This is an optimization exercise on Yosys and OpenROAD, whose aim is small area, not a production implementation.
Where RTL was checked, it was by simulation tests only, not by an equivalence proof against the original.
Power figures rest on the tool's default switching activity, not on a simulated workload.

Design axis_fraction_divider, start of the top module:
module axis_fraction_divider (
    input  wire        aclk,
    input  wire        aclken,
    input  wire        aresetn,
    input  wire        s_axis_divisor_tvalid,
    input  wire [31:0] s_axis_divisor_tdata,
    input  wire [0:0]  s_axis_divisor_tuser,
    input  wire        s_axis_dividend_tvalid,
    input  wire [31:0] s_axis_dividend_tdata,
    input  wire [0:0]  s_axis_dividend_tuser,
    output wire        m_axis_dout_tvalid,
    output wire [47:0] m_axis_dout_tdata,
    output wire [0:0]  m_axis_dout_tuser
);
Size: ~13,000 cells after synthesis, ~1,100 flip-flops, ~120 I/O pins, ~90,000 sq um of cells after synthesis.
export LEC_CHECK = 0
export ABC_AREA = 1
export CAP_MARGIN = 20
export CORE_MARGIN = 2
export CORE_UTILIZATION = 70
export CTS_BUF_LIST = sky130_fd_sc_hd__clkbuf_16
export CTS_CLUSTER_DIAMETER = 80
export CTS_CLUSTER_SIZE = 25
export GPL_TIMING_DRIVEN = 0
export PLACE_DENSITY = 0.85
export SLEW_MARGIN = 20
create_clock -name core_clock -period 7.5 [get_ports {aclk}]
standard.sh (not shown) runs the stock make flow with config.mk's settings and CLKGATE_MAP_FILE= SYNTH_SCRIPT=/design/flow/synth_recipe.tcl, a recipe that flattens the netlist after the stock synthesis.
==> flow/flow/run.sh <==
#!/bin/bash
set -euo pipefail
bash standard.sh 'BUFFER_PORTS_ARGS=-buffer_cell sky130_fd_sc_hd__buf_2' finish > run_make.log 2>&1
The first run produced a layout that fails on setup timing.
Rerun with:
==> flow/run.sh (new file) <==
#!/bin/bash
# synth_recipe.tcl (not shown) runs the flow's synth.tcl, then flattens the netlist and writes it again
# the make line also repeats each setting of config.mk as NAME=value (left out here)
make -C /OpenROAD-flow-scripts/flow DESIGN_CONFIG=/design/flow/config.mk WORK_HOME=/design/flow/orfs CLKGATE_MAP_FILE= SYNTH_SCRIPT=/design/flow/synth_recipe.tcl finish
removed: flow/flow/run.sh
removed: flow/standard.sh
=>
- The changed run finished but fails on setup timing
- count of clock-buffer cells in the layout climbs by 3
- non-clock buffer count rose by 28
- utilization is higher by 0.74 points
- routed wire length increases by 1.3%
- sequential share of layout area came out lower by 0.32 points
- global-route usage climbs by 0.24 points
- clock power goes up by about 2%
- setup slack degrades by 37 ps
- first-iteration DRC count goes up by 9.2%
- die area does not change
- cell count hardly moves
No functional check of the RTL was part of any run of this note.

---

axis_fraction_divider, a different RTL version from the one above (not shown whole).
For scale: roughly 1,200 flip-flops, ~120 I/O pins.
==> flow/config.mk <==
export PLATFORM = sky130hd
export DESIGN_NAME = axis_fraction_divider
export DESIGN_NICKNAME = axis_fraction_divider
export VERILOG_FILES = /design/flow/design.v
export SDC_FILE = /design/flow/constraint.sdc
export NUM_CORES = 4
export LEC_CHECK = 0
export ABC_AREA = 1
export CAP_MARGIN = 20
export CORE_MARGIN = 2
export CORE_UTILIZATION = 70
export CTS_BUF_LIST = sky130_fd_sc_hd__clkbuf_16
export CTS_CLUSTER_DIAMETER = 80
export CTS_CLUSTER_SIZE = 25
export GPL_TIMING_DRIVEN = 1
export PLACE_DENSITY = 0.85
export SLEW_MARGIN = 20
==> flow/constraint.sdc <==
create_clock -name core_clock -period 7.5 [get_ports {aclk}]
set_input_delay 1.5000 -clock core_clock [delete_from_list [all_inputs] [get_ports {aclk}]]
set_output_delay 1.5000 -clock core_clock [all_outputs]
set_load 0.01 [all_outputs]
run.sh (not shown) runs the stock make flow with config.mk's settings and CLKGATE_MAP_FILE= SYNTH_SCRIPT=/design/flow/synth_recipe.tcl, a recipe that flattens the netlist after the stock synthesis.
Stock flow here: none of the scripts above is used.
The starting point went through all stages and came out clean.
Edit:
==> flow/flow/run.sh (new file) <==
#!/bin/bash
set -euo pipefail
bash standard.sh 'BUFFER_PORTS_ARGS=-buffer_cell sky130_fd_sc_hd__buf_2' finish > run_make.log 2>&1
==> flow/standard.sh (new file) <==
#!/bin/bash
# synth_recipe.tcl (not shown) runs the flow's synth.tcl, then flattens the netlist and writes it again
# the make line also repeats each setting of config.mk as NAME=value (left out here)
make -C /OpenROAD-flow-scripts/flow DESIGN_CONFIG=/design/flow/config.mk WORK_HOME=/design/flow/orfs CLKGATE_MAP_FILE= SYNTH_SCRIPT=/design/flow/synth_recipe.tcl "${@:-finish}"
removed: flow/run.sh
The changed run produced a clean layout.
Worst setup slack improved by 0.017 ns.
Die area stays the same.
Combinational power barely changes.
Power rises by 0.38%.
Edit:
- CTS_CLUSTER_DIAMETER: 80 -> 100
- CTS_CLUSTER_SIZE: 25 -> 30
Outcome: Setup slack is worse by 0.12 ns. Count of clock-buffer cells in the layout came out lower by 19. Maximum frequency came out lower by 1.6%. Routed wire length came out lower by 1.2%. Clock power came out lower by about 16%.
Edit:
==> flow/run.sh (new file) <==
#!/bin/bash
# synth_recipe.tcl (not shown) runs the flow's synth.tcl, then flattens the netlist and writes it again
# the make line also repeats each setting of config.mk as NAME=value (left out here)
make -C /OpenROAD-flow-scripts/flow DESIGN_CONFIG=/design/flow/config.mk WORK_HOME=/design/flow/orfs CLKGATE_MAP_FILE= SYNTH_SCRIPT=/design/flow/synth_recipe.tcl finish
- CTS_CLUSTER_DIAMETER: 100 -> 80
- CTS_CLUSTER_SIZE: 30 -> 25
- GPL_TIMING_DRIVEN: 1 -> 0
removed: flow/flow/run.sh
removed: flow/standard.sh
=>
- The changed run went through all stages and came out clean
- cell area went up by 2.4%
- total power went up by 6.0%
- via count increases by 4.3%
- synthesized cell count is unchanged
- hold slack gets better by 0.015 ns
- synthesized area is unchanged
- first-iteration DRC count rises by 33%
- routed wire length climbs by 15%

==> re-timing with driven ports <==
The flow's constraints put no driver on any port. The routed layouts listed below were extracted and timed again, unchanged, in two steps. Step 1 sets driving cells, clkbuf_16 on the clock port and buf_2 on the other inputs (assumed; they add their load-dependent delay and slew). Step 2 adds t to the input delays and takes it off the output delays; t is the mean of the earliest and latest rising clock arrival at the registers after step 1. Input paths then give back, and output paths get back, about the clock's delay inside the block. Three values: no drivers, after step 1, after step 2; two values: the first two.
run	shift t [ns]	setup WS [ns]	hold slack, ns	worst register clock-pin slew, ns
the first run of note 1	0.790	-0.126 / -0.211 / -0.183	0.405 / 0.405 / 0.405	0.11 / 0.11
the second run of note 1	0.806	-0.163 / -0.250 / -0.279	0.410 / 0.410 / 0.410	0.11 / 0.11
the first run of note 2	0.778	0.263 / 0.182 / 0.098	0.416 / 0.416 / 0.416	0.11 / 0.11
the second run of note 2	0.799	0.280 / 0.211 / 0.022	0.417 / 0.417 / 0.417	0.10 / 0.10
the third run of note 2	0.808	0.163 / 0.129 / 0.014	0.394 / 0.394 / 0.394	0.12 / 0.12
the fourth run of note 2	0.839	0.326 / 0.283 / -0.333	0.408 / 0.408 / 0.408	0.10 / 0.10
Met with ideal ports but missed after step 2: setup timing in the fourth run of note 2. The setup slack of the fourth run of note 2, which loses most, moves by -0.043 ns with the drivers and by -0.659 ns with both steps.
